Background: an optimization exercise with open tools, aiming at small area. Do not read the settings as production practice. Only simulation tests tie the RTL to the original design; equivalence was not proved. Power is estimated from default activity; no workload was simulated.

### flow/run.sh
#!/bin/bash
# synth_recipe.tcl (not shown) runs the flow's synth.tcl, then flattens the netlist and writes it again
# the make line also repeats each setting of config.mk as NAME=value (left out here)
make -C /OpenROAD-flow-scripts/flow DESIGN_CONFIG=/design/flow/config.mk WORK_HOME=/design/flow/orfs CLKGATE_MAP_FILE= SYNTH_SCRIPT=/design/flow/synth_recipe.tcl finish
### flow/design.v
`timescale 1ns/1ps
module uart_tx #(
    parameter integer CLOCK_FREQ = 100_000_000,  
    parameter integer BAUD       = 57600        
)(
    input  logic        clk,         
    input  logic        rstn,        
    input  logic        send,        
    input  logic [7:0]  bit_value,   
    output logic        tx,          
    output logic        busy,        
    output logic        ready        
);
    localparam integer CYCLES_PER_BIT = CLOCK_FREQ / BAUD;  
    typedef enum logic [1:0] {
        IDLE  = 2'b00,
        START = 2'b01,
        DATA  = 2'b10,
        STOP  = 2'b11
    } state_t;
    state_t state, next_state;
    localparam WIDTH = $clog2(CYCLES_PER_BIT);
    logic [WIDTH:0] cycle_cnt;
    int index, index_next;  
    always_comb begin
        index_next = index;
        busy       = (state != IDLE);
        ready      = (state == IDLE);
        case (state)
            IDLE: begin
                tx = 1'b1;  
            end
            START: begin
                tx = 1'b0;  
            end
            DATA: begin
                tx        = (index < 8) ? bit_value[index[2:0]] : 1'b1;  
                index_next = (index==8)?0:index + 1;
            end
            STOP: begin
                busy = 1'b0;
                tx   = 1'b1;  
            end
            default: begin
                tx = 1'b1;
            end
        endcase
    end
    always_ff @(posedge clk or posedge rstn) begin
        if (rstn) begin
            cycle_cnt  <= 0;
            next_state <= IDLE;
            index      <= 0;
            state      <= IDLE;
        end
        else begin
            case (state)
                IDLE: begin
                    cycle_cnt <= 0;
                    if (send) begin
                        next_state <= START;
                        index      <= 0;
                    end
                end
                START: begin
                    if (cycle_cnt < (WIDTH+1)'(CYCLES_PER_BIT - 1)) begin
                        cycle_cnt <= cycle_cnt + 1;
                    end
                    else begin
                        cycle_cnt  <= 0;
                        next_state <= DATA;
                    end
                end
                DATA: begin
                    if (cycle_cnt < (WIDTH+1)'(CYCLES_PER_BIT - 1)) begin
                        cycle_cnt <= cycle_cnt + 1;
                    end
                    else if (index == 8) begin
                        cycle_cnt  <= 0;
                        next_state <= STOP;
                        index      <= 0;
                    end
                    else begin
                        cycle_cnt <= 0;
                        index     <= index_next;
                    end
                end
                STOP: begin
                    if (cycle_cnt < (WIDTH+1)'(CYCLES_PER_BIT - 1)) begin
                        cycle_cnt <= cycle_cnt + 1;
                    end
                    else begin
                        cycle_cnt  <= 0;
                        next_state <= IDLE;
                    end
                end
                default: begin
                    cycle_cnt  <= 0;
                    next_state <= IDLE;
                end
            endcase
            state <= next_state;
        end
    end
endmodule
module uart_rx #(
    parameter CLOCK_FREQ = 100_000_000,  
    parameter BAUD       = 57600  
)(
    input  logic clk,
    input  logic rstn,
    input  logic rx,
    output logic [7:0] r_data,
    output logic       r_valid
);
    localparam int CYCLES_PER_BIT = CLOCK_FREQ / BAUD;
    localparam int CTR_WIDTH = $clog2(CYCLES_PER_BIT);
    typedef enum logic [1:0] {
        IDLE = 2'b00,
        START= 2'b01,
        DATA = 2'b10,
        STOP = 2'b11
    } state_t;
    state_t state;
    logic [CTR_WIDTH-1:0] count_cycles;
    logic [2:0]           bit_index;   
    logic [7:0]           rx_shift;
    logic hold_valid;
    always_ff @(posedge clk or posedge rstn) begin
        if (rstn) begin
            state        <= IDLE;
            count_cycles <= 0;
            bit_index    <= 0;
            rx_shift     <= 0;
            r_data       <= 0;
            r_valid      <= 0;
            hold_valid   <= 0;
        end else begin
            r_valid<=0;
            case (state)
                IDLE: begin
                    if (rx == 0) begin   
                        state        <= START;
                        count_cycles <= 0;
                    end
                end
                START: begin
                    if (count_cycles == CTR_WIDTH'(CYCLES_PER_BIT/2)) begin
                        if (rx == 0) begin
                            state        <= DATA;
                            count_cycles <= 0;
                            bit_index    <= 0;
                        end else begin
                            state <= IDLE;  
                        end
                    end else
                        count_cycles <= count_cycles + 1;
                end
                DATA: begin
                    if (count_cycles == CTR_WIDTH'(CYCLES_PER_BIT-1)) begin
                        count_cycles <= 0;
                        rx_shift[bit_index] <= rx;  
                        if (bit_index == 7) begin
                            state <= STOP;
                        end else
                            bit_index <= bit_index + 1;
                    end else
                        count_cycles <= count_cycles + 1;
                end
                STOP: begin
                    if (count_cycles == CTR_WIDTH'(CYCLES_PER_BIT-1)) begin
                        state        <= IDLE;
                        count_cycles <= 0;
                        r_data       <= rx_shift;
                        r_valid      <= 1; 
                    end else
                        count_cycles <= count_cycles + 1;
                end
            endcase
        end
    end
endmodule
`timescale 1ns/1ps
module send_message #(
    parameter logic[2:0] message_count=3
) (
    output logic[7:0] message,
    input logic  clk,
    input logic rstn,
    input logic ready
);
always_ff @( posedge clk ) begin
    if (ready) begin
         message<="E";
    end
end
endmodule
module rxlogic_handle(
    input  logic[7:0] r_data,
    input  logic clk,
    input logic rstp,
    input logic r_valid,
    output logic[7:0]  digit0,
    output logic[7:0]  digit1,
    output logic[7:0]  digit2,
    output logic[7:0]  digit3,
    output logic[7:0]  digit4,
    output logic[7:0]  digit5,
    output logic[7:0]  digit6,
    output logic[7:0]  digit7
);
logic[2:0] index;
always_ff @( posedge clk or posedge rstp ) begin : LogicHandler
    if(rstp) begin
      digit0<="0";
      digit1<="0";
      digit2<="0";
      digit3<="0";
      digit4<="0";
      digit5<="0";
      digit6<="0";
      digit7<="0";
      index<='1;
    end
    else begin
    if (r_valid) begin
        case (index)
            3'b111: begin
                digit7 <= r_data;
                index  <= index - 1;
            end
            3'b110: begin
                digit6 <= r_data;
                index  <= index - 1;
            end
            3'b101: begin
                digit5 <= r_data;
                index  <= index - 1;
            end
            3'b100: begin
                digit4 <= r_data;
                index  <= index - 1;
            end
            3'b011: begin
                digit3 <= r_data;
                index  <= index - 1;
            end
            3'b010: begin
                digit2 <= r_data;
                index  <= index - 1;
            end
            3'b001: begin
                digit1 <= r_data;
                index  <= index - 1;
            end
            3'b000: begin
                digit0 <= r_data;
                index  <= '1;
            end
            default:digit7<=r_data;
        endcase
    end
end
end
endmodule
module NDigitDisplay #(
    parameter N_DIGITS=8
)(
    input  logic        clk,
    input  logic        rstn, 
    input logic         rx,
    input logic         send,
    output logic        tx, 
    output logic [7:0]  an,
    output logic [6:0]  seg
);
    logic [7:0]  digit0;
    logic [7:0]  digit1;
    logic [7:0]  digit2;
    logic [7:0]  digit3;
    logic [7:0]  digit4;
    logic [7:0]  digit5;
    logic [7:0]  digit6;
    logic [7:0]  digit7;
    logic [7:0] message;
    logic ready;
    logic r_valid;
    logic [7:0] r_data;
    uart_tx UART_TX(
        .clk(clk),
        .tx(tx),
        .rstn(rstn),
        .send(send),
        .bit_value(message),
        .busy(),
        .ready(ready)
    );
    uart_rx UART_RX(
        .clk(clk),
        .rstn(rstn),
        .rx(rx),
        .r_data(r_data),
        .r_valid(r_valid)
    );
    send_message Message(
        .clk(clk),
        .rstn(rstn),
        .message(message),
        .ready(ready)
    );
    rxlogic_handle RxLogic(
        .clk(clk),
        .rstp(rstn),
        .r_data(r_data),
        .digit0(digit0),
        .digit1(digit1),
        .digit2(digit2),
        .digit3(digit3),
        .digit4(digit4),
        .digit5(digit5),
        .digit6(digit6),
        .digit7(digit7),
        .r_valid(r_valid)
    );
  function bit[6:0] CharToSSD(input logic [7:0] ascii);
    begin
      case(ascii)
        "0": CharToSSD = 7'b1000000;
        "1": CharToSSD = 7'b1111001;
        "2": CharToSSD = 7'b0100100;
        "3": CharToSSD = 7'b0110000;
        "4": CharToSSD = 7'b0011001;
        "5": CharToSSD = 7'b0010010;
        "6": CharToSSD = 7'b0000010;
        "7": CharToSSD = 7'b1111000;
        "8": CharToSSD = 7'b0000000;
        "9": CharToSSD = 7'b0010000;
        "A": CharToSSD = 7'b0001000;
        "B": CharToSSD = 7'b0000011;
        "C": CharToSSD = 7'b1000110;
        "D": CharToSSD = 7'b0100001;
        "E": CharToSSD = 7'b0000110;
        "F": CharToSSD = 7'b0001110;
        "G": CharToSSD = 7'b1000010;
        "H": CharToSSD = 7'b0001001;
        "I": CharToSSD = 7'b1111001;
        "J": CharToSSD = 7'b1110001;
        "K": CharToSSD = 7'b0001010;  
        "L": CharToSSD = 7'b1000111;
        "M": CharToSSD = 7'b0101011;  
        "N": CharToSSD = 7'b0101011;  
        "O": CharToSSD = 7'b1000000;
        "P": CharToSSD = 7'b0001100;
        "Q": CharToSSD = 7'b0011000;
        "R": CharToSSD = 7'b0001101;
        "S": CharToSSD = 7'b0010010;
        "T": CharToSSD = 7'b0000111;
        "U": CharToSSD = 7'b1000001;
        "V": CharToSSD = 7'b1110001;
        "W": CharToSSD = 7'b0101010;  
        "X": CharToSSD = 7'b0001001;
        "Y": CharToSSD = 7'b0010001;
        "Z": CharToSSD = 7'b0100100;
        default: CharToSSD = 7'b1111111;  
      endcase
    end
  endfunction
    localparam int refresh_cnt = 1000;
    localparam int ON_TIME = 100_000_000 / (refresh_cnt * N_DIGITS);
    localparam int CW = $clog2((ON_TIME > 1) ? ON_TIME : 2)+1;
    logic [CW-1:0] cnt;
    int index;
    always_ff @(posedge clk or posedge rstn) begin : ClockBlock
        if (rstn) begin
            cnt   <= '0;
            index <= 0;
            an    <= 8'b11111110;    
            seg   <= 7'b1111111;     
        end
        else begin : MainLogicBlock
            if (cnt == CW'(ON_TIME - 1)) begin
                cnt <= '0;
                if (index < 8) an[index[2:0]] <= 1'b1;   
                if (index != 7) an[(index==8) ? 3'd0 : index[2:0] + 3'd1] <= 1'b0;   
                index          <= (index==8)?0:index+1;
            end
            else begin
                cnt <= cnt + 1;           
            end
            case (index)
                0: seg <= CharToSSD(digit0);
                1: seg <= CharToSSD(digit1);
                2: seg <= CharToSSD(digit2);
                3: seg <= CharToSSD(digit3);
                4: seg <= CharToSSD(digit4);
                5: seg <= CharToSSD(digit5);
                6: seg <= CharToSSD(digit6);
                7: seg <= CharToSSD(digit7);
                default: seg <= CharToSSD(digit0);
            endcase
        end : MainLogicBlock
    end : ClockBlock
endmodule
### flow/constraint.sdc
create_clock -name core_clock -period 10.0 [get_ports {clk}]
set_input_delay 2.0000 -clock core_clock [delete_from_list [all_inputs] [get_ports {clk}]]
set_output_delay 2.0000 -clock core_clock [all_outputs]
set_load 0.01 [all_outputs]
### flow/config.mk
export PLATFORM = sky130hd
export DESIGN_NAME = NDigitDisplay
export DESIGN_NICKNAME = NDigitDisplay
export VERILOG_FILES = /design/flow/design.v
export SDC_FILE = /design/flow/constraint.sdc
export NUM_CORES = 4
export LEC_CHECK = 0
export CAP_MARGIN = 20
export CORE_MARGIN = 2
export CORE_UTILIZATION = 40
export SLEW_MARGIN = 20
==> summary.txt <==
-- layer usage --
metal	track usage (%)	vias to the layer above	wire length (um)
li1	-	5920	-
met1	26.01	5905	16900
met4	6.154	0	1211
met3	2.373	67	1495
met5	0	-	0
met2	29.71	288	16510
-- how the worst max path moves through the flow --
| stage | cells past startpoint | from | slack, ns | endpoint |
|---|---|---|---|---|
| 2_1_floorplan | 1 | rstn | 2.32 | RxLogic.digit0[0]$_DFFE_PP0P_ |
| 3_3_place_gp | 3 | rstn | 5.78 | RxLogic.digit6[6]$_DFFE_PP0P_ |
| 3_5_place_dp | 3 | rstn | 5.76 | RxLogic.digit6[6]$_DFFE_PP0P_ |
| 4_1_cts | 7 | UART_TX.index[4]$_DFFE_PP0P_ | 5.34 | tx |
| 5_1_grt | 7 | UART_TX.index[4]$_DFFE_PP0P_ | 5.11 | tx |
| 6_report | 7 | UART_TX.index[4]$_DFFE_PP0P_ | 5.40 | tx |
-- registers in the layout, indices dropped and copies added, names as in the netlist, 7 cells and up, named ones only --
signal	flops
RxLogic.digit0	8
UART_TX.index	32
cnt	15
RxLogic.digit3	8
RxLogic.digit7	8
RxLogic.digit4	8
seg	7
RxLogic.digit5	8
RxLogic.digit2	8
UART_TX.cycle_cnt	12
index	32
UART_RX.rx_shift	8
RxLogic.digit1	8
an	8
UART_RX.count_cycles	11
UART_RX.r_data	8
RxLogic.digit6	8
-- through the flow --
step	area, um^2	setup slack (ns)
6_report	16240	5.399
3_5_place_dp	15410	5.756
2_1_floorplan	14930	2.317
4_1_cts	16240	5.343
3_3_place_gp	15410	5.777
5_1_grt	16240	5.110
-- cells in the final DEF (no fill, tap or decap), types with 20 or more instances in the layout --
cell       netlist  final
ha_1            95     95
o22ai_1         23     23
nand4_1         27     27
nand2b_1        32     32
nor4_1          27     27
a21oi_1         92     92
inv_1           79     78
o211ai_1        22     22
o21ai_0         80     80
nor3_1          26     26
nor2_1         142    142
nand2_1        117    117
a211oi_1        20     20
nand3_1         55     55
xnor2_1         63     63
mux2_2          85     85
nor2b_1         37     37
clkbuf_16        0     25
dfrtp_1        177    177
and3_1          25     25
dfstp_2         33     33
xor2_1          25     25
a31oi_1         24     24
-- where the power goes --
group / switching (mW) / total, mW / internal (mW) / leakage, nW
Sequential: 0.0122 / 0.878 / 0.866 / 2.76
Clock: 0.352 / 0.902 / 0.550 / 0.390
Combinational: 0.113 / 0.171 / 0.0585 / 3.39
-- layout make-up --
type / count / share of cell area (%)
multi-input combinational: 1263 / 55.34
sequential: 210 / 32.61
clock buffer: 37 / 4.438
tap: 468 / 3.606
inverter: 79 / 1.872
timing repair buffer: 26 / 1.495
clock inverter: 8 / 0.6395
-- cells by family (layout without fill, tap and decap cells) --
group | count (synthesis) | in the layout | synth area share (%)
buf+inv | 172 | 150 | 4.350
other cells | 1 | 1 | 0.02512
flops | 210 | 210 | 35.48
mux | 117 | 117 | 9.648
xor+xnor | 88 | 88 | 5.163
compound gates | 396 | 396 | 17.64
simple gates | 566 | 566 | 19.73
fa+ha+maj | 95 | 95 | 7.963
-- critical path: cells and delay by family (launching register included) --
kind | cells | cell delay (ns)
simple gates | 4 | 0.87
buf+inv | 1 | 0.48
flops | 1 | 0.44
compound gates | 2 | 0.31
==> flow_summary_export.csv <==
group,metric,value,unit
cells_and_area,final_cells,2091,
route,wl_per_cell,17.27,um
timing,hold_viol,0,
floorplan,die_w,197.2,um
timing,period_minus_slack,4.601,ns
synthesis,synth_top_area_share,29.67,%
floorplan,io_pins,20,
placement,gpl.final_weighted_congestion,0.8779,
route,dr_total_vias,12180,
clock_tree,clkLatencyLatePin,0.52,ns
route,first_pass_iters,6,
placement,placed_cells,2046,
timing,drv_slew,0,
power,p_total,1.951,mW
power,leakage,6.538,nW
global_route,grt_pass1_wl,60.02,mm
floorplan,core,36700,um^2
critical_path,required,8.00,ns
synthesis,yosys.cell_count.top_type,"dfrtp_1",
synthesis,synth-edff-count,0,
critical_path,timing.rr.start,"index[12]$_DFFE_PP0N_",
synthesis,synth-async-reset-ratio,100.0,%
synthesis,ys_types,77,
min_path,min_from,"UART_TX.next_state[0]$_DFFE_PP0P_",
clock_tree,cts_root_buffer,"clkbuf_16",
synthesis,yosys.area.top_type,"dfrtp_1",
critical_path,path_class,"reg2out",
global_route,grt_util_all_layers,18.56,%
cells_and_area,final-seq-area,5296,um^2
synthesis,synth_area_leaders,"dfrtp_1 (30%), ha_1 (8.0%), mux2_2 (6.4%)",
route,ant_nets,0,
placement,dpl.hpwl,25.37,mm
timing,slew_headroom,20.72,%
floorplan,start_util,40.68,%
floorplan,die_area,38880,um^2
synthesis,synthesis.area,14930,um^2
placement,numPortBuffers,19,
timing,setup-tns-final,0,ns
clock_tree,cts_tree,"built",
clock_tree,htreeDepth,1,
critical_path,path_max_fanout,7,
route,wl,36.12,mm
min_path,min_path_cells,0,
cells_and_area,fin_util,44.25,%
global_route,grt_max_degree,141,
min_path,min_to,"UART_TX.state[0]$_DFF_PP0_",
outcome,status,"finished clean",
timing,fin_hold_ws,0.3817,ns
synthesis,ys_ff_latch,210,
route,drc_errors,0,
critical_path,cp_slowest_cell,"clkdlybuf4s50_1",
synthesis,ys_warn_count,5,
synthesis,synth_common_cells,"dfrtp_1 (177), nor2_1 (142), nand2_1 (117), ha_1 (95), a21oi_1 (92)",
critical_path,critPathLaunchType,"flop",
cells_and_area,fill_cells,3510,
critical_path,critPathMaxStageDelay,0.48,ns
critical_path,arrival,2.60,ns
clock_tree,cts.sinks,210,
critical_path,r2r_slack,6.42,ns
global_route,grt_pass1_vias,11525,
synthesis,syn_nets,1744,
floorplan,die_h,197.2,um
timing,setup_viol,0,
cells_and_area,drive_gt1_share,12.01,%
critical_path,path_cells,"nor4_1, nand4_1, nor3_1, nor2_1, o31ai_1, a21oi_1, clkdlybuf4s50_1",
clock_tree,ctsHoldBuffers,0,
synthesis,syn_avg_cell_area,9.074,um^2
cells_and_area,fin_nets,1704,
clock_tree,cts_made_buffers,25,
power,ir_drop,0.1135,mV
cells_and_area,area_growth,8.793,%
clock_tree,cts.clk_slew.worst_paths,0.06,ns
min_path,hold_path.class,"reg2reg",
timing,period_share,46.01,%
timing,tightest_slew,1.159,ns
critical_path,rr_worst_depth,6,
critical_path,endpoint_kind,"output port",
synthesis,synth_cells,1645,
clock_tree,post_cts_buffers,0,
power,power_density,120.2,nW/um^2
cells_and_area,multi_input_area,8986,um^2
floorplan,row_count,70,
timing,rsz0062_at_grt,"no",
timing,skew,0.01594,ns
flow_run,maxCapViolations,0,
synthesis,synthFlopType,"dfrtp_1",
synthesis,seq_area_frac_synth,35.48,%
global_route,antenna_found_initial,0,
route,viasPerCell,5.825,
route,drtIter0Drc,943,
cells_and_area,antennaDiodeCount,0,
timing,max_freq,217.3,MHz
global_route,overflow,0,
clock_tree,cts_resized,0,
critical_path,r2r-end,"seg[6]$_DFF_PP1_",
clock_tree,cts_max_path_buffers,3,

static timing again, ports no longer ideal:
No port has a modelled driver above. Below, the same layout with a new extraction and two added sets of constraints.
Step 1 sets driving cells, clkbuf_16 on the clock port and buf_2 on the other inputs (assumed; they add their load-dependent delay and slew).
Step 2 also shifts input and output timing later by t, the mid clock arrival at the registers, as if the neighbouring blocks saw the same clock.
Slacks: no drivers / after step 1 / after step 2; pairs: no drivers / after step 1.
t, ns: 0.551
slack for setup (ns): 5.399 / 5.355 / 5.834
worst setup path after step 2: input to register
clock arrival spread, ns: 0.016 / 0.016
After both steps this run still meets setup and hold. The setup slack of this run moves by -0.044 ns with the drivers and by +0.435 ns with both steps.
